Source: an optimization exercise on an open RTL-to-GDS flow (aim: small area and a short achievable clock period). Production flows keep margins and buffers that such runs may drop. RTL that was checked went through simulation tests only; none was proved equivalent to the original. No functional check of the RTL was part of runs 1 to 3. In every run shown here, the design's own scripts or RTL, not TritonCTS, make the clock network. No driver is modelled on the clock port, so clock power and skew are understated where the tree is cut down; a real chip needs a root buffer or a tree.

### flow/config.mk
export PLATFORM = sky130hd
export DESIGN_NAME = fibonacci
export DESIGN_NICKNAME = fibonacci
export VERILOG_FILES = /design/flow/design.v
export SDC_FILE = /design/flow/constraint.sdc
export NUM_CORES = 4
export LEC_CHECK = 0
export CAP_MARGIN = 20
export CORE_MARGIN = 2
export CORE_UTILIZATION = 40
export SETUP_SLACK_MARGIN = 3.3
export SLEW_MARGIN = 20
export SYNTH_HIERARCHICAL = 1
### flow/constraint.sdc
create_clock -name core_clock -period 5.0 [get_ports {clk}]
set_input_delay 1.0000 -clock core_clock [delete_from_list [all_inputs] [get_ports {clk}]]
set_output_delay 1.0000 -clock core_clock [all_outputs]
set_load 0.01 [all_outputs]
### flow/design.v
    module fibonacci(clk, rstn, val);
    input clk;
    input rstn;
    output [31:0] val;
    reg [15:0] pl, vl;
    reg [15:0] vh, ph;
    reg c, f;
    wire [15:0] lo;
    wire lo_c;
    wire [15:0] hi;
    wire hi_c;
    fib_add_lo u_lo (.a(vl), .b(pl), .ci(f), .s(lo), .co(lo_c));
    fib_add_lo u_hi (.a(vh), .b(ph), .ci(c), .s(hi), .co(hi_c));
    assign val = {vh, pl};
    always @(posedge clk or negedge rstn)
    begin
        if (!rstn) begin
            pl <= 16'd0;
            vl <= 16'd1;
            vh <= 16'd0;
            ph <= 16'd0;
            c  <= 1'b0;
            f  <= 1'b1;
        end else begin
            vl <= lo;
            c  <= lo_c;
            pl <= vl;
            vh <= hi;
            ph <= vh;
            f  <= 1'b0;
        end
    end
    endmodule
module fib_add_lo(a, b, ci, s, co);
    input [15:0] a, b;
    input ci;
    output [15:0] s;
    output co;
    wire w1, w2, w3, w4, w5, w6, w7, w8, w9, w10, w11, w12, w13, w14, w15, w16, w17, w18, w19, w20, w21, w22, w23, w24, w25, w26, w27, w28, w29, w30, w31, w32, w33, w34, w35, w36, w37, w38, w39, w40, w41, w42, w43, w44, w45, w46, w47, w48, w49, w50, w51, w52, w53, w54, w55, w56, w57, w58, w59, w60, w61, w62, w63, w64, w65, w66, w67, w68, w69, w70, w71, w72, w73, w74, w75, w76, w77, w78, w79, w80, w81, w82, w83, w84, w85, w86, w87, w88, w89, w90, w91, w92;
    fib_nand2 g1 (.a(a[0]), .b(b[0]), .y(w1));
    fib_nor2 g2 (.a(a[0]), .b(b[0]), .y(w2));
    fib_xor2 g3 (.a(a[0]), .b(b[0]), .y(w3));
    fib_nand2 g4 (.a(a[1]), .b(b[1]), .y(w4));
    fib_nor2 g5 (.a(a[1]), .b(b[1]), .y(w5));
    fib_xor2 g6 (.a(a[1]), .b(b[1]), .y(w6));
    fib_nand2 g7 (.a(a[2]), .b(b[2]), .y(w7));
    fib_nor2 g8 (.a(a[2]), .b(b[2]), .y(w8));
    fib_xor2 g9 (.a(a[2]), .b(b[2]), .y(w9));
    fib_nand2 g10 (.a(a[3]), .b(b[3]), .y(w10));
    fib_nor2 g11 (.a(a[3]), .b(b[3]), .y(w11));
    fib_xor2 g12 (.a(a[3]), .b(b[3]), .y(w12));
    fib_nand2 g13 (.a(a[4]), .b(b[4]), .y(w13));
    fib_nor2 g14 (.a(a[4]), .b(b[4]), .y(w14));
    fib_xor2 g15 (.a(a[4]), .b(b[4]), .y(w15));
    fib_nand2 g16 (.a(a[5]), .b(b[5]), .y(w16));
    fib_nor2 g17 (.a(a[5]), .b(b[5]), .y(w17));
    fib_xor2 g18 (.a(a[5]), .b(b[5]), .y(w18));
    fib_nand2 g19 (.a(a[6]), .b(b[6]), .y(w19));
    fib_nor2 g20 (.a(a[6]), .b(b[6]), .y(w20));
    fib_xor2 g21 (.a(a[6]), .b(b[6]), .y(w21));
    fib_nand2 g22 (.a(a[7]), .b(b[7]), .y(w22));
    fib_nor2 g23 (.a(a[7]), .b(b[7]), .y(w23));
    fib_xor2 g24 (.a(a[7]), .b(b[7]), .y(w24));
    fib_nand2 g25 (.a(a[8]), .b(b[8]), .y(w25));
    fib_nor2 g26 (.a(a[8]), .b(b[8]), .y(w26));
    fib_xor2 g27 (.a(a[8]), .b(b[8]), .y(w27));
    fib_nand2 g28 (.a(a[9]), .b(b[9]), .y(w28));
    fib_nor2 g29 (.a(a[9]), .b(b[9]), .y(w29));
    fib_xor2 g30 (.a(a[9]), .b(b[9]), .y(w30));
    fib_nand2 g31 (.a(a[10]), .b(b[10]), .y(w31));
    fib_nor2 g32 (.a(a[10]), .b(b[10]), .y(w32));
    fib_xor2 g33 (.a(a[10]), .b(b[10]), .y(w33));
    fib_nand2 g34 (.a(a[11]), .b(b[11]), .y(w34));
    fib_nor2 g35 (.a(a[11]), .b(b[11]), .y(w35));
    fib_xor2 g36 (.a(a[11]), .b(b[11]), .y(w36));
    fib_nand2 g37 (.a(a[12]), .b(b[12]), .y(w37));
    fib_nor2 g38 (.a(a[12]), .b(b[12]), .y(w38));
    fib_xor2 g39 (.a(a[12]), .b(b[12]), .y(w39));
    fib_nand2 g40 (.a(a[13]), .b(b[13]), .y(w40));
    fib_nor2 g41 (.a(a[13]), .b(b[13]), .y(w41));
    fib_xor2 g42 (.a(a[13]), .b(b[13]), .y(w42));
    fib_nand2 g43 (.a(a[14]), .b(b[14]), .y(w43));
    fib_nor2 g44 (.a(a[14]), .b(b[14]), .y(w44));
    fib_xor2 g45 (.a(a[14]), .b(b[14]), .y(w45));
    fib_nand2 g46 (.a(a[15]), .b(b[15]), .y(w46));
    fib_nor2 g47 (.a(a[15]), .b(b[15]), .y(w47));
    fib_xor2 g48 (.a(a[15]), .b(b[15]), .y(w48));
    fib_inv g49 (.a(ci), .y(w49));
    fib_oai21 g50 (.a(w2), .b(w49), .c(w1), .y(w50));
    fib_oai21 g51 (.a(w8), .b(w4), .c(w7), .y(w51));
    fib_nor2 g52 (.a(w8), .b(w5), .y(w52));
    fib_oai21 g53 (.a(w14), .b(w10), .c(w13), .y(w53));
    fib_nor2 g54 (.a(w14), .b(w11), .y(w54));
    fib_oai21 g55 (.a(w20), .b(w16), .c(w19), .y(w55));
    fib_nor2 g56 (.a(w20), .b(w17), .y(w56));
    fib_oai21 g57 (.a(w26), .b(w22), .c(w25), .y(w57));
    fib_nor2 g58 (.a(w26), .b(w23), .y(w58));
    fib_oai21 g59 (.a(w32), .b(w28), .c(w31), .y(w59));
    fib_nor2 g60 (.a(w32), .b(w29), .y(w60));
    fib_oai21 g61 (.a(w38), .b(w34), .c(w37), .y(w61));
    fib_nor2 g62 (.a(w38), .b(w35), .y(w62));
    fib_oai21 g63 (.a(w44), .b(w40), .c(w43), .y(w63));
    fib_nor2 g64 (.a(w44), .b(w41), .y(w64));
    fib_aoi21 g65 (.a(w52), .b(w50), .c(w51), .y(w65));
    fib_aoi21 g66 (.a(w56), .b(w53), .c(w55), .y(w66));
    fib_nand2 g67 (.a(w56), .b(w54), .y(w67));
    fib_aoi21 g68 (.a(w60), .b(w57), .c(w59), .y(w68));
    fib_nand2 g69 (.a(w60), .b(w58), .y(w69));
    fib_aoi21 g70 (.a(w64), .b(w61), .c(w63), .y(w70));
    fib_nand2 g71 (.a(w64), .b(w62), .y(w71));
    fib_oai21 g72 (.a(w67), .b(w65), .c(w66), .y(w72));
    fib_oai21 g73 (.a(w71), .b(w68), .c(w70), .y(w73));
    fib_nor2 g74 (.a(w71), .b(w69), .y(w74));
    fib_aoi21 g75 (.a(w74), .b(w72), .c(w73), .y(w75));
    fib_inv g76 (.a(w72), .y(w76));
    fib_oai21 g77 (.a(w69), .b(w76), .c(w68), .y(w77));
    fib_inv g78 (.a(w65), .y(w78));
    fib_aoi21 g79 (.a(w54), .b(w78), .c(w53), .y(w79));
    fib_aoi21 g80 (.a(w58), .b(w72), .c(w57), .y(w80));
    fib_aoi21 g81 (.a(w62), .b(w77), .c(w61), .y(w81));
    fib_inv g82 (.a(w50), .y(w82));
    fib_oai21 g83 (.a(w5), .b(w82), .c(w4), .y(w83));
    fib_oai21 g84 (.a(w11), .b(w65), .c(w10), .y(w84));
    fib_oai21 g85 (.a(w17), .b(w79), .c(w16), .y(w85));
    fib_inv g86 (.a(w72), .y(w86));
    fib_oai21 g87 (.a(w23), .b(w86), .c(w22), .y(w87));
    fib_oai21 g88 (.a(w29), .b(w80), .c(w28), .y(w88));
    fib_inv g89 (.a(w77), .y(w89));
    fib_oai21 g90 (.a(w35), .b(w89), .c(w34), .y(w90));
    fib_oai21 g91 (.a(w41), .b(w81), .c(w40), .y(w91));
    fib_oai21 g92 (.a(w47), .b(w75), .c(w46), .y(w92));
    fib_xor2 g93 (.a(w3), .b(ci), .y(s[0]));
    fib_xor2 g94 (.a(w6), .b(w50), .y(s[1]));
    fib_xor2 g95 (.a(w9), .b(w83), .y(s[2]));
    fib_xnor2 g96 (.a(w12), .b(w65), .y(s[3]));
    fib_xor2 g97 (.a(w15), .b(w84), .y(s[4]));
    fib_xnor2 g98 (.a(w18), .b(w79), .y(s[5]));
    fib_xor2 g99 (.a(w21), .b(w85), .y(s[6]));
    fib_xor2 g100 (.a(w24), .b(w72), .y(s[7]));
    fib_xor2 g101 (.a(w27), .b(w87), .y(s[8]));
    fib_xnor2 g102 (.a(w30), .b(w80), .y(s[9]));
    fib_xor2 g103 (.a(w33), .b(w88), .y(s[10]));
    fib_xor2 g104 (.a(w36), .b(w77), .y(s[11]));
    fib_xor2 g105 (.a(w39), .b(w90), .y(s[12]));
    fib_xnor2 g106 (.a(w42), .b(w81), .y(s[13]));
    fib_xor2 g107 (.a(w45), .b(w91), .y(s[14]));
    fib_xnor2 g108 (.a(w48), .b(w75), .y(s[15]));
    assign co = w92;
endmodule
module fib_inv(a, y);
    input a;
    output y;
    assign y = ~a;
endmodule
module fib_nand2(a, b, y);
    input a, b;
    output y;
    assign y = ~(a & b);
endmodule
module fib_nor2(a, b, y);
    input a, b;
    output y;
    assign y = ~(a | b);
endmodule
module fib_xor2(a, b, y);
    input a, b;
    output y;
    assign y = a ^ b;
endmodule
module fib_xnor2(a, b, y);
    input a, b;
    output y;
    assign y = ~(a ^ b);
endmodule
module fib_nand2b(a, b, y);
    input a, b;
    output y;
    assign y = ~(~a & b);
endmodule
module fib_aoi21(a, b, c, y);
    input a, b, c;
    output y;
    assign y = ~((a & b) | c);
endmodule
module fib_oai21(a, b, c, y);
    input a, b, c;
    output y;
    assign y = ~((a | b) & c);
endmodule
### flow/flow/run.sh
#!/bin/bash
# Own layout flow: the standard ORFS flow (standard.sh, with the standard
# synthesis), with these changes:
#  - ports get the small buffer buf_1 (timing repair may size it up);
#  - after floorplan, logic cells start at their smallest size (downsize.tcl),
#    so that timing repair sizes up only what needs it;
#  - after CTS, the clock tree is replaced with a flat one (clock.tcl): the
#    clock port drives a few clock buffers, each driving a group of flip-flops.
# ORFS writes each step's full log under orfs/logs/; make's own output goes to
# flow_make.log in the work folder.
set -euo pipefail
cd "$(dirname "$0")/.."
W=$PWD
export CLK_PORT=clk
export CLK_NBUF=${CLK_NBUF:-4}
export CLK_BUF=${CLK_BUF:-sky130_fd_sc_hd__clkbuf_16}
bash standard.sh \
  "BUFFER_PORTS_ARGS=-buffer_cell sky130_fd_sc_hd__buf_1" \
  "CTS_ARGS=-sink_clustering_enable -repair_clock_nets -dont_use_dummy_load" \
  "POST_FLOORPLAN_TCL=$W/flow/downsize.tcl" \
  "POST_CTS_TCL=$W/flow/clock.tcl" \
  finish > flow_make.log 2>&1
### flow/flow/clock.tcl
# POST_CTS hook: replace the clock tree that CTS built with a flat one.
# The clock port drives CLK_NBUF buffers (CLK_BUF) straight, each of which
# drives the clock pins of one group of flip-flops; the groups split the
# flip-flops by place, by halving the longer side in turn. Every flip-flop is
# one buffer from the port, the same number of stages as all the others.
set block [ord::get_db_block]
set db [ord::get_db]
set nbuf [expr {[info exists ::env(CLK_NBUF)] ? $::env(CLK_NBUF) : 4}]
set bufname [expr {[info exists ::env(CLK_BUF)] ? $::env(CLK_BUF) : "sky130_fd_sc_hd__clkbuf_16"}]
set bufm [$db findMaster $bufname]
set clknet [[$block findBTerm $::env(CLK_PORT)] getNet]

# the flip-flops' clock pins
set sinks {}
foreach inst [$block getInsts] {
  if {[[$inst getMaster] isSequential]} {
    set it [$inst findITerm CLK]
    if {$it ne "NULL"} { lappend sinks $it }
  }
}
# the clock tree's cells: everything reachable from the port net that is not a flip-flop
set tree {}
set nets [list $clknet]
set seen [dict create]
while {[llength $nets]} {
  set net [lindex $nets 0]
  set nets [lrange $nets 1 end]
  foreach it [$net getITerms] {
    set inst [$it getInst]
    if {[[$inst getMaster] isSequential]} continue
    if {![$it isInputSignal]} continue
    set n [$inst getName]
    if {[dict exists $seen $n]} continue
    dict set seen $n 1
    lappend tree $inst
    foreach o [$inst getITerms] {
      if {[$o isOutputSignal] && [$o getNet] ne "NULL"} { lappend nets [$o getNet] }
    }
  }
}
puts "clock.tcl: [llength $sinks] flip-flops, removing [llength $tree] clock tree cells"
foreach it $sinks { $it disconnect }
set oldnets {}
foreach inst $tree {
  foreach o [$inst getITerms] {
    if {[$o isOutputSignal] && [$o getNet] ne "NULL"} { lappend oldnets [$o getNet] }
  }
  odb::dbInst_destroy $inst
}
foreach net [lsort -unique $oldnets] {
  if {$net ne $clknet && [llength [$net getITerms]] == 0 && [llength [$net getBTerms]] == 0} { odb::dbNet_destroy $net }
}

proc loc {it} {
  set b [[$it getInst] getBBox]
  return [list [expr {([$b xMin] + [$b xMax]) / 2}] [expr {([$b yMin] + [$b yMax]) / 2}]]
}
# split groups by halving until there are nbuf of them
set groups [list $sinks]
while {[llength $groups] < $nbuf} {
  # split the largest group
  set bi 0
  for {set i 0} {$i < [llength $groups]} {incr i} {
    if {[llength [lindex $groups $i]] > [llength [lindex $groups $bi]]} { set bi $i }
  }
  set g [lindex $groups $bi]
  set pts {}
  foreach it $g { lappend pts [concat [loc $it] [list $it]] }
  set xs [lsort -integer [lmap p $pts {lindex $p 0}]]
  set ys [lsort -integer [lmap p $pts {lindex $p 1}]]
  set dx [expr {[lindex $xs end] - [lindex $xs 0]}]
  set dy [expr {[lindex $ys end] - [lindex $ys 0]}]
  set k [expr {$dx >= $dy ? 0 : 1}]
  set pts [lsort -integer -index $k $pts]
  set h [expr {[llength $pts] / 2}]
  set a [lmap p [lrange $pts 0 [expr {$h - 1}]] {lindex $p 2}]
  set b [lmap p [lrange $pts $h end] {lindex $p 2}]
  set groups [lreplace $groups $bi $bi $a $b]
}
set i 0
foreach g $groups {
  set sx 0; set sy 0
  foreach it $g { lassign [loc $it] x y; incr sx $x; incr sy $y }
  set cx [expr {$sx / [llength $g]}]
  set cy [expr {$sy / [llength $g]}]
  set inst [odb::dbInst_create $block $bufm "clkbuf_flat_$i"]
  set net [odb::dbNet_create $block "clknet_flat_$i"]
  $net setSigType CLOCK
  $inst setLocation [expr {$cx - [$bufm getWidth] / 2}] [expr {$cy - [$bufm getHeight] / 2}]
  $inst setPlacementStatus PLACED
  [$inst findITerm A] connect $clknet
  [$inst findITerm X] connect $net
  foreach it $g { $it connect $net }
  puts "clock.tcl: buffer $i drives [llength $g] flip-flops at ($cx, $cy)"
  incr i
}
$clknet setSigType CLOCK
detailed_placement
check_placement -verbose
estimate_parasitics -placement
set_propagated_clock [all_clocks]
report_clock_skew
report_checks -path_delay max -format end -group_path_count 5
### flow/flow/downsize.tcl
# POST_FLOORPLAN hook: set every logic cell to the smallest cell of its kind
# (same function, other drive strength), so that later timing repair sizes up
# only the cells that need it.
set db [ord::get_db]
set block [ord::get_db_block]
set masters [dict create]
foreach lib [$db getLibs] {
  foreach m [$lib getMasters] {
    set n [$m getName]
    if {[regexp {^(sky130_fd_sc_hd__[a-z0-9]+)_([0-9]+)$} $n -> base drive]} {
      dict lappend masters $base $m
    }
  }
}
set dont [expr {[info exists ::env(DONT_USE_CELLS)] ? $::env(DONT_USE_CELLS) : ""}]
set changed 0
foreach inst [$block getInsts] {
  set m [$inst getMaster]
  if {[$m isSequential]} continue
  set n [$m getName]
  if {![regexp {^(sky130_fd_sc_hd__[a-z0-9]+)_([0-9]+)$} $n -> base drive]} continue
  if {![dict exists $masters $base]} continue
  set best $m
  foreach c [dict get $masters $base] {
    if {[lsearch -exact $dont [$c getName]] >= 0} continue
    if {[$c getWidth] < [$best getWidth]} { set best $c }
  }
  if {$best ne $m} {
    $inst swapMaster $best
    incr changed
  }
}
puts "downsize.tcl: $changed cells set to their smallest size"
### flow/standard.sh
#!/bin/bash
# synth_recipe.tcl (not shown) runs the flow's synth.tcl, then flattens the netlist and writes it again
# the make line also repeats each setting of config.mk as NAME=value (left out here)
make -C /OpenROAD-flow-scripts/flow DESIGN_CONFIG=/design/flow/config.mk WORK_HOME=/design/flow/orfs CLKGATE_MAP_FILE= SYNTH_SCRIPT=/design/flow/synth_recipe.tcl "${@:-finish}"
==> results.sh, run 1 <==
export IMPL_initial_core_util_pct=40.7
export IMPL_critical_path_class="reg -> out"
export IMPL_relSlewSlack_pct=61.2
export IMPL_synth_fp_nets=282
export IMPL_rr_startpoint="pl[3]"
export IMPL_num_vias=2090
export IMPL_die_w_um=89.2
export IMPL_cap_violations=0
export IMPL_ff_latch_area_mm2=0.00165
export IMPL_gp_congestion=0.735
export IMPL_routed_via_density=4.43
export IMPL_finalCriticalPeriod_ps=1780
export IMPL_drive_above_1_share_pct=33.0
export IMPL_ys_warn_count=7
export IMPL_max_freq_mhz=562
export IMPL_r2r_cells=11
export IMPL_status="complete, no violations"
export IMPL_antenna_found_initial=0
export IMPL_grt_total_usage_pct=14.0
export IMPL_design_core_area_mm2=0.00714
export IMPL_fillers=636
export IMPL_clock_skew_ps=3.92
export IMPL_grt_max_degree=67
export IMPL_tightest_slew_ps=582
export IMPL_drt_pass1_iterations=4
export IMPL_area_growth_pct=33.3
export IMPL_setup_worst_path_end="val[19]"
export IMPL_die_area_mm2=0.00796
export IMPL_rows=31
export IMPL_netlist_area_mm2=0.00290
export IMPL_cp_required_ps=4000
export IMPL_ff2ff_setup_slack_ps=3280
export IMPL_drt_iter0_drc=56
export IMPL_tns_ps=0
export IMPL_grt_pass1_wl_um=8640
export IMPL_fp_dieH_um=89.2
export IMPL_cp_end_kind="output pin"
export IMPL_portBuffers=33
export IMPL_critPathLaunchType="register"
export IMPL_clkTransAtPathRegs_ps=70
export IMPL_drcViolationCount=0
export IMPL_wl_per_cell_um=11.5
export IMPL_grt_setup_unrepaired="yes"
export IMPL_clock_latency_ps=140
export IMPL_cts_sinks=66
export IMPL_grt_pass1_vias=2000
export IMPL_grt_overflow=0
export IMPL_place_hpwl_um=3140
export IMPL_hold_worst_slack_ps=426
export IMPL_ant_nets=0
export IMPL_synthCells=280
export IMPL_rr_endpoint="vl[12]"
export IMPL_drv_slew=0
export IMPL_cp_max_fo=2
export IMPL_startpoint="vh[3]"
export IMPL_finalHoldViolCount=0
export IMPL_totalWireLength_um=5410
export IMPL_critPathArrivalTime_ps=780
export IMPL_num_antenna_cells=0
export IMPL_pin_count=34
export IMPL_syn_avg_cell_area_um2=10.4
export IMPL_multiInputGateArea_mm2=0.00133
export IMPL_finalCritPeriodShare_pct=35.6
export IMPL_hp_class="reg -> reg"
export IMPL_setup_viol=0
export IMPL_final_nets=377
==> sequential cells by signal, indices dropped and copies added, names as in the netlist <==
register	count
ph	16
pl	16
vh	16
vl	16
c	1
f	1
==> area by class of cell <==
cell class | instances | share of cell area [%]
well taps | 99 | 3.20
multi-input cells | 202 | 34.4
flip-flops and latches | 66 | 42.7
plain buffers | 4 | 2.59
inverters | 12 | 1.16
repair buffers | 89 | 15.9
==> layer usage <==
| layer | track usage [%] | vias to the layer above | wire [µm] |
|---|---|---|---|
| li1 | - | 1077 | - |
| met4 | 5.70 | 0 | 91 |
| met2 | 24.2 | 23 | 2770 |
| met3 | 2.22 | 5 | 117 |
| met1 | 17.5 | 985 | 2420 |
| met5 | 0 | - | 0 |
==> worst max-delay path: stages (launching register included) <==
cell     delay, ps
dfrtp_1        400
buf_4          130
buf_1          110
==> how the worst min path moves through the flow <==
stage / slack, ps / endpoint / cells past startpoint / start
3_5_place_dp: 410 / ph[15] / 0 / vh[15]
6_report: 430 / pl[0] / 0 / vl[0]
3_3_place_gp: 400 / ph[15] / 0 / vh[15]
5_1_grt: 440 / pl[0] / 0 / vl[0]
2_1_floorplan: 410 / pl[10] / 0 / vl[10]
==> metrics by stage <==
| stage | std cells | setup slack, ps | utilization, % | cell area (µm²) |
|---|---|---|---|---|
| final | 472 | 3220 | 54.2 | 3870 |
| after global placement | 413 | 2470 | 43.4 | 3100 |
| after global routing | 472 | 3110 | 54.2 | 3870 |
| after detailed placement | 413 | 2390 | 43.4 | 3100 |
| after floorplan | 280 | 3220 | - | 2930 |
==> cell usage in the layout (no fill, tap or decap) <==
master	n
buf_2	12
dfstp_2	2
buf_1	13
nand2_1	37
dfrtp_1	64
a21oi_2	9
o21ai_1	25
xor2_1	54
a21oi_1	5
inv_1	11
nor2_2	10
conb_1	1
nor2_4	6
clkbuf_16	4
buf_4	50
xnor2_2	1
inv_2	1
o21ai_4	1
xnor2_1	9
a21oi_4	2
clkbuf_2	4
nor2_1	31
buf_6	10
o21ai_2	11
==> run 2: changes to the inputs <==
--- a/flow/design.v
+++ b/flow/design.v
@@ -179,2 +179,7 @@
 endmodule
+module fib_nor2b(a, b, y);
+    input a, b;
+    output y;
+    assign y = ~(a | ~b);
+endmodule
 module fib_aoi21(a, b, c, y);
--- a/flow/flow/run.sh
+++ b/flow/flow/run.sh
@@ -4,2 +4,3 @@
 #  - ports get the small buffer buf_1 (timing repair may size it up);
+#  - timing repair only sizes cells up and swaps pins (SETUP_MOVE_SEQUENCE);
 #  - after floorplan, logic cells start at their smallest size (downsize.tcl),
@@ -16,2 +17,4 @@
 export CLK_BUF=${CLK_BUF:-sky130_fd_sc_hd__clkbuf_16}
+# timing repair only resizes cells and swaps pins: no new buffers
+SEQ=${SEQ:-sizeup,swap}
 bash standard.sh \
@@ -21,2 +24,3 @@
   "POST_CTS_TCL=$W/flow/clock.tcl" \
+  "SETUP_MOVE_SEQUENCE=$SEQ" \
   finish > flow_make.log 2>&1
==> run 2 against run 1 <==
Against the previous run:
- utilization shrank 5.2 points
- sequential share of layout area up 5.0 points
- global-route usage shrank 1.3 points
- first-iteration DRC count is 18% higher
- routed wire length down 11%
- setup slack lost 69 ps
- register-to-register slack worse by 130 ps
- clock skew about the same
- die area is the same
- critical path type is now reg -> reg
- largest cell class unchanged
- highest routed layer unchanged
==> results.sh, run 2 <==
export IMPL_clock_latency_ps=140
export IMPL_tns_ps=0
export IMPL_layout_common_cells="xor2_1 (54), dfrtp_1 (52), nor2_1 (39), nand2_1 (37), o21ai_1 (26)"
export IMPL_hp_class="reg -> reg"
export IMPL_final_common_cell="xor2_1"
export IMPL_finalCriticalPeriod_ps=1850
export IMPL_final_util_pct=49.0
export IMPL_grt_setup_unrepaired="yes"
export IMPL_tightest_slew_ps=578
export IMPL_fillers=690
export IMPL_cp_required_ps=5060
export IMPL_cp_end_kind="register"
export IMPL_grt_total_usage_pct=12.7
export IMPL_ff2ff_setup_slack_ps=3150
export IMPL_max_freq_mhz=541
export IMPL_rows=31
export IMPL_cp_max_fo=5
export IMPL_rr_endpoint="vl[14]"
export IMPL_totalWireLength_um=4790
export IMPL_synth_fp_nets=282
export IMPL_clkTransAtPathRegs_ps=70
export IMPL_cap_violations=0
export IMPL_drcViolationCount=0
export IMPL_r2r_cells=9
export IMPL_ant_nets=0
export IMPL_crit_chain="nor2_2, o21ai_2, a21oi_4, o21ai_4, inv_2, o21ai_4, a21oi_2, o21ai_2, xor2_1"
export IMPL_grt_overflow=0
export IMPL_routed_via_density=4.51
export IMPL_critPathSlowestCell="dfstp_2"
export IMPL_critPathLaunchType="register"
export IMPL_netlist_area_mm2=0.00290
export IMPL_status="complete, no violations"
export IMPL_met1_usage_pct=16.6
export IMPL_design_core_area_mm2=0.00714
export IMPL_path_buf_inv=1
export IMPL_place_hpwl_um=3140
export IMPL_gr_max_usage_layer="met2"
export IMPL_initial_core_util_pct=40.7
export IMPL_drt_pass1_iterations=2
export IMPL_cts_sinks=66
export IMPL_hold_depth=0
export IMPL_relSlewSlack_pct=61.5
export IMPL_min_to="ph[15]"
export IMPL_die_area_mm2=0.00796
export IMPL_clock_skew_ps=4.06
export IMPL_worst_path_largest_cell_delay_ps=570
export IMPL_ys_warn_count=7
export IMPL_critical_path_class="reg -> reg"
export IMPL_wl_per_cell_um=11.5
export IMPL_met3_usage_pct=3.88
export IMPL_drive_above_1_share_pct=25.5
export IMPL_cp_top_family="compound AO/OA/AOI/OAI gates"
export IMPL_rr_startpoint="vl[0]"
export IMPL_syn_avg_cell_area_um2=10.4
export IMPL_min_from="vh[15]"
export IMPL_critPathArrivalTime_ps=1910
export IMPL_grt_pass1_wl_um=7830
export IMPL_area_growth_pct=20.4
export IMPL_num_vias=1879
export IMPL_grt_max_degree=67
export IMPL_die_w_um=89.2
export IMPL_grt_pass1_vias=1748
export IMPL_drt_iter0_drc=66
export IMPL_drv_slew=0
export IMPL_final_nets=322
export IMPL_antenna_found_initial=0
export IMPL_gp_congestion=0.735
export IMPL_grt_use_met2_pct=20.5
export IMPL_fp_dieH_um=89.2
export IMPL_synthCells=280
export IMPL_finalHoldViolCount=0
export IMPL_pin_count=34
export IMPL_num_antenna_cells=0
export IMPL_setup_viol=0
export IMPL_portBuffers=33
export IMPL_finalCritPeriodShare_pct=37.0
[run 2: metal layers]
layer,up-vias,wire length (µm)
met1,882,2290
met5,-,0
met2,23,2270
met4,0,59
li1,969,-
met3,5,160
[run 2: metrics by stage]
stage | std cells | cell area, µm² | hold slack [ps] | worst slack, ps
floorplan | 280 | 2930 | 412 | 3220
global placement | 413 | 3100 | 395 | 2470
detailed placement | 413 | 3100 | 408 | 2390
global route | 417 | 3500 | 443 | 2980
finish | 417 | 3500 | 421 | 3150
[run 2: final cells by class]
| cell class | instances | area (µm²) | area share, % |
|---|---|---|---|
| inverter | 12 | 45.0 | 1.29 |
| sequential | 66 | 1670 | 47.7 |
| multi-input combinational | 202 | 1290 | 36.9 |
| timing repair buffer | 34 | 270 | 7.73 |
| tap | 99 | 124 | 3.54 |
| buffer | 4 | 100 | 2.86 |
[run 2: worst max path at each step]
| stage | to | depth (start not counted) | start |
|---|---|---|---|
| global placement | vl[14] | 9 | vl[0] |
| global route | vl[14] | 9 | vl[0] |
| finish | vl[14] | 9 | vl[0] |
| detailed placement | vl[14] | 9 | vl[0] |
| floorplan | vl[14] | 9 | vl[0] |
==> run 3: changes to the inputs <==
--- a/flow/design.v
+++ b/flow/design.v
@@ -1,35 +1,154 @@
-    module fibonacci(clk, rstn, val);
-    input clk;
-    input rstn;
-    output [31:0] val;
-    reg [15:0] pl, vl;
-    reg [15:0] vh, ph;
-    reg c, f;
-    wire [15:0] lo;
-    wire lo_c;
-    wire [15:0] hi;
-    wire hi_c;
-    fib_add_lo u_lo (.a(vl), .b(pl), .ci(f), .s(lo), .co(lo_c));
-    fib_add_lo u_hi (.a(vh), .b(ph), .ci(c), .s(hi), .co(hi_c));
-    assign val = {vh, pl};
-    always @(posedge clk or negedge rstn)
-    begin
-        if (!rstn) begin
-            pl <= 16'd0;
-            vl <= 16'd1;
-            vh <= 16'd0;
-            ph <= 16'd0;
-            c  <= 1'b0;
-            f  <= 1'b1;
-        end else begin
-            vl <= lo;
-            c  <= lo_c;
-            pl <= vl;
-            vh <= hi;
-            ph <= vh;
-            f  <= 1'b0;
-        end
+module fibonacci(clk, rstn, val);
+input clk;
+input rstn;
+output [31:0] val;
+reg [15:0] pl;
+reg [15:1] vl;
+reg vl0_n;
+reg [15:0] vh, ph;
+reg c, f_n;
+wire [15:0] lo;   
+wire lo_c;
+wire [15:0] hi;
+wire hi_c;
+fib_add_lo u_lo (.a({vl, vl0_n}), .b(pl), .ci(f_n), .s(lo), .co(lo_c));
+fib_add_hi u_hi (.a(vh), .b(ph), .ci(c), .s(hi), .co(hi_c));
+assign val = {vh, pl};
+always @(posedge clk or negedge rstn)
+begin
+    if (!rstn) begin
+        pl    <= 16'd0;
+        vl    <= 15'd0;
+        vl0_n <= 1'b0;
+        vh    <= 16'd0;
+        ph    <= 16'd0;
+        c     <= 1'b0;
+        f_n   <= 1'b0;
+    end else begin
+        vl    <= lo[15:1];
+        vl0_n <= lo[0];
+        c     <= lo_c;
+        pl    <= {vl, ~vl0_n};
+        vh    <= hi;
+        ph    <= vh;
+        f_n   <= 1'b1;
     end
-    endmodule
+end
+endmodule
 module fib_add_lo(a, b, ci, s, co);
+    input [15:0] a, b;
+    input ci;
+    output [15:0] s;
+    output co;
+    wire w1, w2, w3, w4, w5, w6, w7, w8, w9, w10, w11, w12, w13, w14, w15, w16, w17, w18, w19, w20, w21, w22, w23, w24, w25, w26, w27, w28, w29, w30, w31, w32, w33, w34, w35, w36, w37, w38, w39, w40, w41, w42, w43, w44, w45, w46, w47, w48, w49, w50, w51, w52, w53, w54, w55, w56, w57, w58, w59, w60, w61, w62, w63, w64, w65, w66, w67, w68, w69, w70, w71, w72, w73, w74, w75, w76, w77, w78, w79, w80, w81, w82, w83, w84, w85, w86, w87, w88, w89, w90, w91;
+    fib_nand2b g1 (.a(a[0]), .b(b[0]), .y(w1));
+    fib_nor2b g2 (.a(b[0]), .b(a[0]), .y(w2));
+    fib_nor2b g3 (.a(w2), .b(w1), .y(w3));
+    fib_nand2 g4 (.a(a[1]), .b(b[1]), .y(w4));
+    fib_nor2 g5 (.a(a[1]), .b(b[1]), .y(w5));
+    fib_nor2b g6 (.a(w5), .b(w4), .y(w6));
+    fib_nand2 g7 (.a(a[2]), .b(b[2]), .y(w7));
+    fib_nor2 g8 (.a(a[2]), .b(b[2]), .y(w8));
+    fib_nor2b g9 (.a(w8), .b(w7), .y(w9));
+    fib_nand2 g10 (.a(a[3]), .b(b[3]), .y(w10));
+    fib_nor2 g11 (.a(a[3]), .b(b[3]), .y(w11));
+    fib_nor2b g12 (.a(w11), .b(w10), .y(w12));
+    fib_nand2 g13 (.a(a[4]), .b(b[4]), .y(w13));
+    fib_nor2 g14 (.a(a[4]), .b(b[4]), .y(w14));
+    fib_nor2b g15 (.a(w14), .b(w13), .y(w15));
+    fib_nand2 g16 (.a(a[5]), .b(b[5]), .y(w16));
+    fib_nor2 g17 (.a(a[5]), .b(b[5]), .y(w17));
+    fib_nor2b g18 (.a(w17), .b(w16), .y(w18));
+    fib_nand2 g19 (.a(a[6]), .b(b[6]), .y(w19));
+    fib_nor2 g20 (.a(a[6]), .b(b[6]), .y(w20));
+    fib_nor2b g21 (.a(w20), .b(w19), .y(w21));
+    fib_nand2 g22 (.a(a[7]), .b(b[7]), .y(w22));
+    fib_nor2 g23 (.a(a[7]), .b(b[7]), .y(w23));
+    fib_nor2b g24 (.a(w23), .b(w22), .y(w24));
+    fib_nand2 g25 (.a(a[8]), .b(b[8]), .y(w25));
+    fib_nor2 g26 (.a(a[8]), .b(b[8]), .y(w26));
+    fib_nor2b g27 (.a(w26), .b(w25), .y(w27));
+    fib_nand2 g28 (.a(a[9]), .b(b[9]), .y(w28));
+    fib_nor2 g29 (.a(a[9]), .b(b[9]), .y(w29));
+    fib_nor2b g30 (.a(w29), .b(w28), .y(w30));
+    fib_nand2 g31 (.a(a[10]), .b(b[10]), .y(w31));
+    fib_nor2 g32 (.a(a[10]), .b(b[10]), .y(w32));
+    fib_nor2b g33 (.a(w32), .b(w31), .y(w33));
+    fib_nand2 g34 (.a(a[11]), .b(b[11]), .y(w34));
+    fib_nor2 g35 (.a(a[11]), .b(b[11]), .y(w35));
+    fib_nor2b g36 (.a(w35), .b(w34), .y(w36));
+    fib_nand2 g37 (.a(a[12]), .b(b[12]), .y(w37));
+    fib_nor2 g38 (.a(a[12]), .b(b[12]), .y(w38));
+    fib_nor2b g39 (.a(w38), .b(w37), .y(w39));
+    fib_nand2 g40 (.a(a[13]), .b(b[13]), .y(w40));
+    fib_nor2 g41 (.a(a[13]), .b(b[13]), .y(w41));
+    fib_nor2b g42 (.a(w41), .b(w40), .y(w42));
+    fib_nand2 g43 (.a(a[14]), .b(b[14]), .y(w43));
+    fib_nor2 g44 (.a(a[14]), .b(b[14]), .y(w44));
+    fib_nor2b g45 (.a(w44), .b(w43), .y(w45));
+    fib_nand2 g46 (.a(a[15]), .b(b[15]), .y(w46));
+    fib_nor2 g47 (.a(a[15]), .b(b[15]), .y(w47));
+    fib_nor2b g48 (.a(w47), .b(w46), .y(w48));
+    fib_oai21 g49 (.a(w2), .b(ci), .c(w1), .y(w49));
+    fib_oai21 g50 (.a(w8), .b(w4), .c(w7), .y(w50));
+    fib_nor2 g51 (.a(w8), .b(w5), .y(w51));
+    fib_oai21 g52 (.a(w14), .b(w10), .c(w13), .y(w52));
+    fib_nor2 g53 (.a(w14), .b(w11), .y(w53));
+    fib_oai21 g54 (.a(w20), .b(w16), .c(w19), .y(w54));
+    fib_nor2 g55 (.a(w20), .b(w17), .y(w55));
+    fib_oai21 g56 (.a(w26), .b(w22), .c(w25), .y(w56));
+    fib_nor2 g57 (.a(w26), .b(w23), .y(w57));
+    fib_oai21 g58 (.a(w32), .b(w28), .c(w31), .y(w58));
+    fib_nor2 g59 (.a(w32), .b(w29), .y(w59));
+    fib_oai21 g60 (.a(w38), .b(w34), .c(w37), .y(w60));
+    fib_nor2 g61 (.a(w38), .b(w35), .y(w61));
+    fib_oai21 g62 (.a(w44), .b(w40), .c(w43), .y(w62));
+    fib_nor2 g63 (.a(w44), .b(w41), .y(w63));
+    fib_aoi21 g64 (.a(w51), .b(w49), .c(w50), .y(w64));
+    fib_aoi21 g65 (.a(w55), .b(w52), .c(w54), .y(w65));
+    fib_nand2 g66 (.a(w55), .b(w53), .y(w66));
+    fib_aoi21 g67 (.a(w59), .b(w56), .c(w58), .y(w67));
+    fib_nand2 g68 (.a(w59), .b(w57), .y(w68));
+    fib_aoi21 g69 (.a(w63), .b(w60), .c(w62), .y(w69));
+    fib_nand2 g70 (.a(w63), .b(w61), .y(w70));
+    fib_oai21 g71 (.a(w66), .b(w64), .c(w65), .y(w71));
+    fib_oai21 g72 (.a(w70), .b(w67), .c(w69), .y(w72));
+    fib_nor2 g73 (.a(w70), .b(w68), .y(w73));
+    fib_aoi21 g74 (.a(w73), .b(w71), .c(w72), .y(w74));
+    fib_inv g75 (.a(w71), .y(w75));
+    fib_oai21 g76 (.a(w68), .b(w75), .c(w67), .y(w76));
+    fib_inv g77 (.a(w64), .y(w77));
+    fib_aoi21 g78 (.a(w53), .b(w77), .c(w52), .y(w78));
+    fib_aoi21 g79 (.a(w57), .b(w71), .c(w56), .y(w79));
+    fib_aoi21 g80 (.a(w61), .b(w76), .c(w60), .y(w80));
+    fib_inv g81 (.a(w49), .y(w81));
+    fib_oai21 g82 (.a(w5), .b(w81), .c(w4), .y(w82));
+    fib_oai21 g83 (.a(w11), .b(w64), .c(w10), .y(w83));
+    fib_oai21 g84 (.a(w17), .b(w78), .c(w16), .y(w84));
+    fib_inv g85 (.a(w71), .y(w85));
+    fib_oai21 g86 (.a(w23), .b(w85), .c(w22), .y(w86));
+    fib_oai21 g87 (.a(w29), .b(w79), .c(w28), .y(w87));
+    fib_inv g88 (.a(w76), .y(w88));
+    fib_oai21 g89 (.a(w35), .b(w88), .c(w34), .y(w89));
+    fib_oai21 g90 (.a(w41), .b(w80), .c(w40), .y(w90));
+    fib_oai21 g91 (.a(w47), .b(w74), .c(w46), .y(w91));
+    fib_xor2 g92 (.a(w3), .b(ci), .y(s[0]));
+    fib_xor2 g93 (.a(w6), .b(w49), .y(s[1]));
+    fib_xor2 g94 (.a(w9), .b(w82), .y(s[2]));
+    fib_xnor2 g95 (.a(w12), .b(w64), .y(s[3]));
+    fib_xor2 g96 (.a(w15), .b(w83), .y(s[4]));
+    fib_xnor2 g97 (.a(w18), .b(w78), .y(s[5]));
+    fib_xor2 g98 (.a(w21), .b(w84), .y(s[6]));
+    fib_xor2 g99 (.a(w24), .b(w71), .y(s[7]));
+    fib_xor2 g100 (.a(w27), .b(w86), .y(s[8]));
+    fib_xnor2 g101 (.a(w30), .b(w79), .y(s[9]));
+    fib_xor2 g102 (.a(w33), .b(w87), .y(s[10]));
+    fib_xor2 g103 (.a(w36), .b(w76), .y(s[11]));
+    fib_xor2 g104 (.a(w39), .b(w89), .y(s[12]));
+    fib_xnor2 g105 (.a(w42), .b(w80), .y(s[13]));
+    fib_xor2 g106 (.a(w45), .b(w90), .y(s[14]));
+    fib_xnor2 g107 (.a(w48), .b(w74), .y(s[15]));
+    assign co = w91;
+endmodule
+module fib_add_hi(a, b, ci, s, co);
     input [15:0] a, b;
@@ -41,48 +160,48 @@
     fib_nor2 g2 (.a(a[0]), .b(b[0]), .y(w2));
-    fib_xor2 g3 (.a(a[0]), .b(b[0]), .y(w3));
+    fib_nor2b g3 (.a(w2), .b(w1), .y(w3));
     fib_nand2 g4 (.a(a[1]), .b(b[1]), .y(w4));
     fib_nor2 g5 (.a(a[1]), .b(b[1]), .y(w5));
-    fib_xor2 g6 (.a(a[1]), .b(b[1]), .y(w6));
+    fib_nor2b g6 (.a(w5), .b(w4), .y(w6));
     fib_nand2 g7 (.a(a[2]), .b(b[2]), .y(w7));
     fib_nor2 g8 (.a(a[2]), .b(b[2]), .y(w8));
-    fib_xor2 g9 (.a(a[2]), .b(b[2]), .y(w9));
+    fib_nor2b g9 (.a(w8), .b(w7), .y(w9));
     fib_nand2 g10 (.a(a[3]), .b(b[3]), .y(w10));
     fib_nor2 g11 (.a(a[3]), .b(b[3]), .y(w11));
-    fib_xor2 g12 (.a(a[3]), .b(b[3]), .y(w12));
+    fib_nor2b g12 (.a(w11), .b(w10), .y(w12));
     fib_nand2 g13 (.a(a[4]), .b(b[4]), .y(w13));
     fib_nor2 g14 (.a(a[4]), .b(b[4]), .y(w14));
-    fib_xor2 g15 (.a(a[4]), .b(b[4]), .y(w15));
+    fib_nor2b g15 (.a(w14), .b(w13), .y(w15));
     fib_nand2 g16 (.a(a[5]), .b(b[5]), .y(w16));
     fib_nor2 g17 (.a(a[5]), .b(b[5]), .y(w17));
-    fib_xor2 g18 (.a(a[5]), .b(b[5]), .y(w18));
+    fib_nor2b g18 (.a(w17), .b(w16), .y(w18));
     fib_nand2 g19 (.a(a[6]), .b(b[6]), .y(w19));
     fib_nor2 g20 (.a(a[6]), .b(b[6]), .y(w20));
-    fib_xor2 g21 (.a(a[6]), .b(b[6]), .y(w21));
+    fib_nor2b g21 (.a(w20), .b(w19), .y(w21));
     fib_nand2 g22 (.a(a[7]), .b(b[7]), .y(w22));
     fib_nor2 g23 (.a(a[7]), .b(b[7]), .y(w23));
-    fib_xor2 g24 (.a(a[7]), .b(b[7]), .y(w24));
+    fib_nor2b g24 (.a(w23), .b(w22), .y(w24));
     fib_nand2 g25 (.a(a[8]), .b(b[8]), .y(w25));
     fib_nor2 g26 (.a(a[8]), .b(b[8]), .y(w26));
-    fib_xor2 g27 (.a(a[8]), .b(b[8]), .y(w27));
+    fib_nor2b g27 (.a(w26), .b(w25), .y(w27));
     fib_nand2 g28 (.a(a[9]), .b(b[9]), .y(w28));
     fib_nor2 g29 (.a(a[9]), .b(b[9]), .y(w29));
-    fib_xor2 g30 (.a(a[9]), .b(b[9]), .y(w30));
+    fib_nor2b g30 (.a(w29), .b(w28), .y(w30));
     fib_nand2 g31 (.a(a[10]), .b(b[10]), .y(w31));
     fib_nor2 g32 (.a(a[10]), .b(b[10]), .y(w32));
-    fib_xor2 g33 (.a(a[10]), .b(b[10]), .y(w33));
+    fib_nor2b g33 (.a(w32), .b(w31), .y(w33));
     fib_nand2 g34 (.a(a[11]), .b(b[11]), .y(w34));
     fib_nor2 g35 (.a(a[11]), .b(b[11]), .y(w35));
-    fib_xor2 g36 (.a(a[11]), .b(b[11]), .y(w36));
+    fib_nor2b g36 (.a(w35), .b(w34), .y(w36));
     fib_nand2 g37 (.a(a[12]), .b(b[12]), .y(w37));
     fib_nor2 g38 (.a(a[12]), .b(b[12]), .y(w38));
-    fib_xor2 g39 (.a(a[12]), .b(b[12]), .y(w39));
+    fib_nor2b g39 (.a(w38), .b(w37), .y(w39));
     fib_nand2 g40 (.a(a[13]), .b(b[13]), .y(w40));
     fib_nor2 g41 (.a(a[13]), .b(b[13]), .y(w41));
-    fib_xor2 g42 (.a(a[13]), .b(b[13]), .y(w42));
+    fib_nor2b g42 (.a(w41), .b(w40), .y(w42));
     fib_nand2 g43 (.a(a[14]), .b(b[14]), .y(w43));
     fib_nor2 g44 (.a(a[14]), .b(b[14]), .y(w44));
-    fib_xor2 g45 (.a(a[14]), .b(b[14]), .y(w45));
+    fib_nor2b g45 (.a(w44), .b(w43), .y(w45));
     fib_nand2 g46 (.a(a[15]), .b(b[15]), .y(w46));
     fib_nor2 g47 (.a(a[15]), .b(b[15]), .y(w47));
-    fib_xor2 g48 (.a(a[15]), .b(b[15]), .y(w48));
+    fib_nor2b g48 (.a(w47), .b(w46), .y(w48));
     fib_inv g49 (.a(ci), .y(w49));
==> run 3 against run 2 <==
Against the previous run:
- critical path depth stayed put
- register-to-register slack better by 130 ps
- routed wire length is 3.4% lower
- utilization is 4.6 points lower
- critical path type unchanged
- first-iteration DRC count stayed put
- still clean on timing, DRC and antenna
- maximum frequency is 7.4% higher
- setup slack better by 130 ps
- design area is 3.5% lower
- largest cell class unchanged
==> results.sh, run 3 <==
export IMPL_grt_setup_unrepaired="yes"
export IMPL_max_freq_mhz=581
export IMPL_routed_via_density=4.49
export IMPL_cp_required_ps=5070
export IMPL_drive_above_1_share_pct=21.3
export IMPL_cp_end_kind="register"
export IMPL_finalCritPeriodShare_pct=34.4
export IMPL_critPathLaunchType="register"
export IMPL_synth_fp_nets=284
export IMPL_dp_cells=418
export IMPL_cp_max_fo=5
export IMPL_grt_total_usage_pct=11.6
export IMPL_clock_latency_ps=140
export IMPL_antenna_found_initial=0
export IMPL_totalWireLength_um=4620
export IMPL_portBuffers=33
export IMPL_num_antenna_cells=0
export IMPL_die_area_mm2=0.00842
export IMPL_tns_ps=0
export IMPL_drt_pass1_iterations=2
export IMPL_fillers=751
export IMPL_ant_nets=0
export IMPL_crit_chain="nor2b_4, o21ai_4, a21oi_4, o21ai_4, inv_2, o21ai_4, a21oi_2, o21ai_1, xor2_1"
export IMPL_fin_cells=422
export IMPL_dp_slack_ps=2420
export IMPL_status="complete, no violations"
export IMPL_clock_skew_ps=5.71
export IMPL_critPathArrivalTime_ps=1790
export IMPL_cp_common_cell="o21ai_4"
export IMPL_area_growth_pct=9.50
export IMPL_top_regs="ph x16, pl x16, vh x16"
export IMPL_initial_core_util_pct=40.5
export IMPL_netlist_area_mm2=0.00308
export IMPL_syn_avg_cell_area_um2=10.9
export IMPL_cts_sinks=66
export IMPL_critPathSlowestCell="dfrtp_1"
export IMPL_grt_overflow=0
export IMPL_multiInputGateArea_mm2=0.00123
export IMPL_grt_pass1_vias=1826
export IMPL_gp_congestion=0.722
export IMPL_layout_common_cells="dfrtp_1 (63), nor2_1 (42), nand2_1 (36), nor2b_1 (32), o21ai_1 (27)"
export IMPL_finalCriticalPeriod_ps=1720
export IMPL_ff_latch_area_mm2=0.00166
export IMPL_grt_max_degree=45
export IMPL_clkTransAtPathRegs_ps=70
export IMPL_critical_path_class="reg -> reg"
export IMPL_final_nets=324
export IMPL_hold_worst_slack_ps=401
export IMPL_ys_warn_count=7
export IMPL_worst_path_largest_cell_delay_ps=390
export IMPL_fin_ws_ps=3280
export IMPL_cap_violations=0
export IMPL_drcViolationCount=0
export IMPL_num_vias=1893
export IMPL_drv_slew=0
export IMPL_hp_class="reg -> reg"
export IMPL_wl_per_cell_um=11.0
export IMPL_pin_count=34
export IMPL_final_common_cell="dfrtp_1"
export IMPL_setup_viol=0
export IMPL_design_core_area_mm2=0.00761
export IMPL_fp_dieH_um=91.8
export IMPL_drt_iter0_drc=66
export IMPL_grt_pass1_wl_um=7940
export IMPL_rows=32
export IMPL_finalHoldViolCount=0
export IMPL_place_hpwl_um=3310
export IMPL_synthCells=282
export IMPL_die_w_um=91.8
[run 3: changes by cell type in the layout (fill, tap and decap cells not counted), sizes merged]
cell / change
nand2b: +1
dfstp: -2
buf: -11
dfrtp: +2
clkbuf: +11
xor2: -32
nor2b: +33
[run 3: layer usage]
metal | GRT usage (%) | part of all wire [%] | vias up
met4 | 4.10 | 1.6 | 0
met3 | 2.38 | 2.7 | 7
met2 | 19.0 | 47 | 21
met1 | 15.3 | 48 | 888
met5 | 0 | 0 | -
li1 | - | - | 977
[run 3: path summary, 6_finish.rpt]
| check | start | end | slack [ps] | depth (start not counted) |
|---|---|---|---|---|
| worst max register to register | vl0_n | vl[14] | 3280 | 9 |
| worst min register to register | vl[4] | pl[4] | 400 | 0 |
| min in group asynchronous | rstn | ph[6] | 770 | 1 |
| worst max-delay path | vl0_n | vl[14] | 3280 | 9 |
| max in group asynchronous | rstn | vh[2] | 3580 | 2 |
| worst min-delay path | vl[4] | pl[4] | 400 | 0 |
[run 3: through the flow]
stage               cell area, µm²  utilization, %
finish                        3370            44.4
global route                  3370            44.4
detailed placement            3030            39.9
global placement              3030            39.9
floorplan                     3120               -
[run 3: cell type report]
type	instances	area share, %
timing repair buffer	34	6.49
inverter	12	1.33
sequential	66	49.1
tap	102	3.78
buffer	4	2.97
multi-input combinational	204	36.4
[run 3: critical path: cells and delay by family, from the launching register on]
kind | cells | cell delay [ps]
XOR/XNOR | 1 | 140
AND/OR/NAND/NOR | 1 | 140
buffers and inverters | 1 | 70
flip-flops | 1 | 390
AO/OA/AOI/OAI | 6 | 900
==> run 4: changes to the inputs <==
--- a/flow/design.v
+++ b/flow/design.v
@@ -45,48 +45,48 @@
     fib_nor2b g2 (.a(b[0]), .b(a[0]), .y(w2));
-    fib_nor2b g3 (.a(w2), .b(w1), .y(w3));
+    fib_xnor2 g3 (.a(a[0]), .b(b[0]), .y(w3));
     fib_nand2 g4 (.a(a[1]), .b(b[1]), .y(w4));
     fib_nor2 g5 (.a(a[1]), .b(b[1]), .y(w5));
-    fib_nor2b g6 (.a(w5), .b(w4), .y(w6));
+    fib_xor2 g6 (.a(a[1]), .b(b[1]), .y(w6));
     fib_nand2 g7 (.a(a[2]), .b(b[2]), .y(w7));
     fib_nor2 g8 (.a(a[2]), .b(b[2]), .y(w8));
-    fib_nor2b g9 (.a(w8), .b(w7), .y(w9));
+    fib_xor2 g9 (.a(a[2]), .b(b[2]), .y(w9));
     fib_nand2 g10 (.a(a[3]), .b(b[3]), .y(w10));
     fib_nor2 g11 (.a(a[3]), .b(b[3]), .y(w11));
-    fib_nor2b g12 (.a(w11), .b(w10), .y(w12));
+    fib_xor2 g12 (.a(a[3]), .b(b[3]), .y(w12));
     fib_nand2 g13 (.a(a[4]), .b(b[4]), .y(w13));
     fib_nor2 g14 (.a(a[4]), .b(b[4]), .y(w14));
-    fib_nor2b g15 (.a(w14), .b(w13), .y(w15));
+    fib_xor2 g15 (.a(a[4]), .b(b[4]), .y(w15));
     fib_nand2 g16 (.a(a[5]), .b(b[5]), .y(w16));
     fib_nor2 g17 (.a(a[5]), .b(b[5]), .y(w17));
-    fib_nor2b g18 (.a(w17), .b(w16), .y(w18));
+    fib_xor2 g18 (.a(a[5]), .b(b[5]), .y(w18));
     fib_nand2 g19 (.a(a[6]), .b(b[6]), .y(w19));
     fib_nor2 g20 (.a(a[6]), .b(b[6]), .y(w20));
-    fib_nor2b g21 (.a(w20), .b(w19), .y(w21));
+    fib_xor2 g21 (.a(a[6]), .b(b[6]), .y(w21));
     fib_nand2 g22 (.a(a[7]), .b(b[7]), .y(w22));
     fib_nor2 g23 (.a(a[7]), .b(b[7]), .y(w23));
-    fib_nor2b g24 (.a(w23), .b(w22), .y(w24));
+    fib_xor2 g24 (.a(a[7]), .b(b[7]), .y(w24));
     fib_nand2 g25 (.a(a[8]), .b(b[8]), .y(w25));
     fib_nor2 g26 (.a(a[8]), .b(b[8]), .y(w26));
-    fib_nor2b g27 (.a(w26), .b(w25), .y(w27));
+    fib_xor2 g27 (.a(a[8]), .b(b[8]), .y(w27));
     fib_nand2 g28 (.a(a[9]), .b(b[9]), .y(w28));
     fib_nor2 g29 (.a(a[9]), .b(b[9]), .y(w29));
-    fib_nor2b g30 (.a(w29), .b(w28), .y(w30));
+    fib_xor2 g30 (.a(a[9]), .b(b[9]), .y(w30));
     fib_nand2 g31 (.a(a[10]), .b(b[10]), .y(w31));
     fib_nor2 g32 (.a(a[10]), .b(b[10]), .y(w32));
-    fib_nor2b g33 (.a(w32), .b(w31), .y(w33));
+    fib_xor2 g33 (.a(a[10]), .b(b[10]), .y(w33));
     fib_nand2 g34 (.a(a[11]), .b(b[11]), .y(w34));
     fib_nor2 g35 (.a(a[11]), .b(b[11]), .y(w35));
-    fib_nor2b g36 (.a(w35), .b(w34), .y(w36));
+    fib_xor2 g36 (.a(a[11]), .b(b[11]), .y(w36));
     fib_nand2 g37 (.a(a[12]), .b(b[12]), .y(w37));
     fib_nor2 g38 (.a(a[12]), .b(b[12]), .y(w38));
-    fib_nor2b g39 (.a(w38), .b(w37), .y(w39));
+    fib_xor2 g39 (.a(a[12]), .b(b[12]), .y(w39));
     fib_nand2 g40 (.a(a[13]), .b(b[13]), .y(w40));
     fib_nor2 g41 (.a(a[13]), .b(b[13]), .y(w41));
-    fib_nor2b g42 (.a(w41), .b(w40), .y(w42));
+    fib_xor2 g42 (.a(a[13]), .b(b[13]), .y(w42));
     fib_nand2 g43 (.a(a[14]), .b(b[14]), .y(w43));
     fib_nor2 g44 (.a(a[14]), .b(b[14]), .y(w44));
-    fib_nor2b g45 (.a(w44), .b(w43), .y(w45));
+    fib_xor2 g45 (.a(a[14]), .b(b[14]), .y(w45));
     fib_nand2 g46 (.a(a[15]), .b(b[15]), .y(w46));
     fib_nor2 g47 (.a(a[15]), .b(b[15]), .y(w47));
-    fib_nor2b g48 (.a(w47), .b(w46), .y(w48));
+    fib_xor2 g48 (.a(a[15]), .b(b[15]), .y(w48));
     fib_oai21 g49 (.a(w2), .b(ci), .c(w1), .y(w49));
@@ -160,48 +160,48 @@
     fib_nor2 g2 (.a(a[0]), .b(b[0]), .y(w2));
-    fib_nor2b g3 (.a(w2), .b(w1), .y(w3));
+    fib_xor2 g3 (.a(a[0]), .b(b[0]), .y(w3));
     fib_nand2 g4 (.a(a[1]), .b(b[1]), .y(w4));
     fib_nor2 g5 (.a(a[1]), .b(b[1]), .y(w5));
-    fib_nor2b g6 (.a(w5), .b(w4), .y(w6));
+    fib_xor2 g6 (.a(a[1]), .b(b[1]), .y(w6));
     fib_nand2 g7 (.a(a[2]), .b(b[2]), .y(w7));
     fib_nor2 g8 (.a(a[2]), .b(b[2]), .y(w8));
-    fib_nor2b g9 (.a(w8), .b(w7), .y(w9));
+    fib_xor2 g9 (.a(a[2]), .b(b[2]), .y(w9));
     fib_nand2 g10 (.a(a[3]), .b(b[3]), .y(w10));
     fib_nor2 g11 (.a(a[3]), .b(b[3]), .y(w11));
-    fib_nor2b g12 (.a(w11), .b(w10), .y(w12));
+    fib_xor2 g12 (.a(a[3]), .b(b[3]), .y(w12));
     fib_nand2 g13 (.a(a[4]), .b(b[4]), .y(w13));
     fib_nor2 g14 (.a(a[4]), .b(b[4]), .y(w14));
-    fib_nor2b g15 (.a(w14), .b(w13), .y(w15));
+    fib_xor2 g15 (.a(a[4]), .b(b[4]), .y(w15));
     fib_nand2 g16 (.a(a[5]), .b(b[5]), .y(w16));
     fib_nor2 g17 (.a(a[5]), .b(b[5]), .y(w17));
-    fib_nor2b g18 (.a(w17), .b(w16), .y(w18));
+    fib_xor2 g18 (.a(a[5]), .b(b[5]), .y(w18));
     fib_nand2 g19 (.a(a[6]), .b(b[6]), .y(w19));
     fib_nor2 g20 (.a(a[6]), .b(b[6]), .y(w20));
-    fib_nor2b g21 (.a(w20), .b(w19), .y(w21));
+    fib_xor2 g21 (.a(a[6]), .b(b[6]), .y(w21));
     fib_nand2 g22 (.a(a[7]), .b(b[7]), .y(w22));
     fib_nor2 g23 (.a(a[7]), .b(b[7]), .y(w23));
-    fib_nor2b g24 (.a(w23), .b(w22), .y(w24));
+    fib_xor2 g24 (.a(a[7]), .b(b[7]), .y(w24));
     fib_nand2 g25 (.a(a[8]), .b(b[8]), .y(w25));
     fib_nor2 g26 (.a(a[8]), .b(b[8]), .y(w26));
-    fib_nor2b g27 (.a(w26), .b(w25), .y(w27));
+    fib_xor2 g27 (.a(a[8]), .b(b[8]), .y(w27));
     fib_nand2 g28 (.a(a[9]), .b(b[9]), .y(w28));
     fib_nor2 g29 (.a(a[9]), .b(b[9]), .y(w29));
-    fib_nor2b g30 (.a(w29), .b(w28), .y(w30));
+    fib_xor2 g30 (.a(a[9]), .b(b[9]), .y(w30));
     fib_nand2 g31 (.a(a[10]), .b(b[10]), .y(w31));
     fib_nor2 g32 (.a(a[10]), .b(b[10]), .y(w32));
-    fib_nor2b g33 (.a(w32), .b(w31), .y(w33));
+    fib_xor2 g33 (.a(a[10]), .b(b[10]), .y(w33));
     fib_nand2 g34 (.a(a[11]), .b(b[11]), .y(w34));
     fib_nor2 g35 (.a(a[11]), .b(b[11]), .y(w35));
-    fib_nor2b g36 (.a(w35), .b(w34), .y(w36));
+    fib_xor2 g36 (.a(a[11]), .b(b[11]), .y(w36));
     fib_nand2 g37 (.a(a[12]), .b(b[12]), .y(w37));
     fib_nor2 g38 (.a(a[12]), .b(b[12]), .y(w38));
-    fib_nor2b g39 (.a(w38), .b(w37), .y(w39));
+    fib_xor2 g39 (.a(a[12]), .b(b[12]), .y(w39));
     fib_nand2 g40 (.a(a[13]), .b(b[13]), .y(w40));
     fib_nor2 g41 (.a(a[13]), .b(b[13]), .y(w41));
-    fib_nor2b g42 (.a(w41), .b(w40), .y(w42));
+    fib_xor2 g42 (.a(a[13]), .b(b[13]), .y(w42));
     fib_nand2 g43 (.a(a[14]), .b(b[14]), .y(w43));
     fib_nor2 g44 (.a(a[14]), .b(b[14]), .y(w44));
-    fib_nor2b g45 (.a(w44), .b(w43), .y(w45));
+    fib_xor2 g45 (.a(a[14]), .b(b[14]), .y(w45));
     fib_nand2 g46 (.a(a[15]), .b(b[15]), .y(w46));
     fib_nor2 g47 (.a(a[15]), .b(b[15]), .y(w47));
-    fib_nor2b g48 (.a(w47), .b(w46), .y(w48));
+    fib_xor2 g48 (.a(a[15]), .b(b[15]), .y(w48));
     fib_inv g49 (.a(ci), .y(w49));
==> run 4 against run 3 <==
Against the previous run:
- critical path type is now reg -> out
- die area decreased by 5.2%
- synthesized cell count decreased by 0.71%
==> results.sh, run 4 <==
export IMPL_cp_end_kind="output pin"
export IMPL_final_nets=322
export IMPL_path_buf_inv=1
export IMPL_cp_max_fo=5
export IMPL_tns_ps=0
export IMPL_initial_core_util_pct=40.8
export IMPL_final_common_cell="dfrtp_1"
export IMPL_fp_dieH_um=89.4
export IMPL_wl_per_cell_um=11.6
export IMPL_cp_required_ps=4000
export IMPL_cts_sinks=66
export IMPL_routed_via_density=4.59
export IMPL_grt_pass1_vias=1818
export IMPL_critPathSlowestCell="dfrtp_1"
export IMPL_critPathArrivalTime_ps=740
export IMPL_ys_warn_count=7
export IMPL_status="complete, no violations"
export IMPL_setup_viol=0
export IMPL_drcViolationCount=0
export IMPL_rr_startpoint="vl0_n"
export IMPL_r2r_cells=9
export IMPL_drv_slew=0
export IMPL_antenna_found_initial=0
export IMPL_finalCriticalPeriod_ps=1740
export IMPL_worst_path_largest_cell_delay_ps=430
export IMPL_grt_setup_unrepaired="yes"
export IMPL_finalCritPeriodShare_pct=34.8
export IMPL_layout_common_cells="dfrtp_1 (54), xor2_1 (53), nor2_1 (39), nand2_1 (36), o21ai_1 (27)"
export IMPL_die_area_mm2=0.00798
export IMPL_ff2ff_setup_slack_ps=3280
export IMPL_hp_class="reg -> reg"
export IMPL_critPathLaunchType="register"
export IMPL_min_from="vh[15]"
export IMPL_grt_pass1_wl_um=8050
export IMPL_grt_max_degree=35
export IMPL_drt_iter0_drc=26
export IMPL_synth_fp_nets=282
export IMPL_clock_latency_ps=140
export IMPL_syn_avg_cell_area_um2=10.4
export IMPL_fillers=679
export IMPL_clock_skew_ps=7.73
export IMPL_hold_depth=0
export IMPL_top_regs="ph x16, pl x16, vh x16"
export IMPL_cp_top_family="flip-flops"
export IMPL_netlist_area_mm2=0.00291
export IMPL_critical_path_class="reg -> out"
export IMPL_gp_congestion=0.779
export IMPL_num_antenna_cells=0
export IMPL_num_vias=1913
export IMPL_drive_above_1_share_pct=24.2
export IMPL_rows=31
export IMPL_grt_overflow=0
export IMPL_min_to="ph[15]"
export IMPL_synthCells=280
export IMPL_finalHoldViolCount=0
export IMPL_ant_nets=0
export IMPL_design_core_area_mm2=0.00714
export IMPL_area_growth_pct=20.7
export IMPL_clkTransAtPathRegs_ps=70
export IMPL_die_w_um=89.4
export IMPL_drt_pass1_iterations=4
export IMPL_pin_count=34
export IMPL_cap_violations=0
export IMPL_max_freq_mhz=575
export IMPL_crit_chain="buf_2"
export IMPL_place_hpwl_um=3230
export IMPL_grt_total_usage_pct=13.0
export IMPL_rr_endpoint="vl[14]"
export IMPL_portBuffers=33
export IMPL_totalWireLength_um=4820
run 4: changes by cell type in the layout (fill, tap and decap cells not counted), moves of 2 or more:
cell	delta
nor2_1	-3
buf_6	+9
xor2_1	+31
a21oi_2	-5
dfrtp_1	-9
buf_2	+5
a21oi_1	+4
buf_1	-3
dfrtp_2	+9
nor2b_1	-32
nor2_2	+2
clkbuf_2	-11
run 4: how the worst max path moves through the flow:
| stage | cells past startpoint | end | start |
|---|---|---|---|
| final | 1 | val[30] | vh[14] |
| after global routing | 9 | vl[14] | pl[1] |
| after detailed placement | 9 | vl[14] | vl0_n |
| after global placement | 9 | vl[14] | vl0_n |
| after floorplan | 9 | vl[14] | vl0_n |
run 4: per-stage QoR:
stage	hold slack [ps]	cell area, µm²	worst slack, ps	cells	utilization (%)
2_1_floorplan	412	2940	3280	280	-
3_3_place_gp	405	3100	2530	413	43.5
3_5_place_dp	415	3100	2440	413	43.5
5_1_grt	442	3520	3100	417	49.3
6_report	423	3520	3260	417	49.3
run 4: area by class of cell:
cell class / count / area, µm² / area share [%]
Buffer: 4 / 100 / 2.85
Inverter: 12 / 45.0 / 1.28
Multi-Input combinational cell: 202 / 1300 / 37.0
Sequential cell: 66 / 1670 / 47.4
Tap cell: 99 / 124 / 3.52
Timing Repair Buffer: 34 / 279 / 7.93
run 4: routing by layer:
| metal | global-route usage [%] | part of all wire (%) | vias up |
|---|---|---|---|
| met1 | 17.2 | 48 | 913 |
| met2 | 21.1 | 47 | 22 |
| li1 | - | - | 975 |
| met4 | 3.26 | 1.0 | 0 |
| met5 | 0 | 0 | - |
| met3 | 3.69 | 3.1 | 3 |

-- static timing again, ports no longer ideal --
Ports are ideal in the flow. The routed layouts listed here were re-timed in OpenROAD.
Step 1 sets driving cells, clkbuf_16 on the clock port and buf_2 on the other inputs (assumed; they add their load-dependent delay and slew).
Step 2 also shifts input and output timing later by t, the mid clock arrival at the registers, as if the neighbouring blocks saw the same clock.
Three values: no drivers, after step 1, after step 2; two values: the first two.
run	t (ns)	slack for setup (ns)	latest minus earliest clock arrival (ns)	worst slew at a driven data input, ns
run 1	0.211	3.220 / 3.144 / 3.280	0.005 / 0.004	0.03
run 2	0.209	3.151 / 3.151 / 3.151	0.004 / 0.004	0.03
run 3	0.208	3.279 / 3.210 / 3.279	0.008 / 0.007	0.04
run 4	0.209	3.262 / 3.188 / 3.280	0.008 / 0.007	0.03
After both steps setup and hold are still met in every run listed.
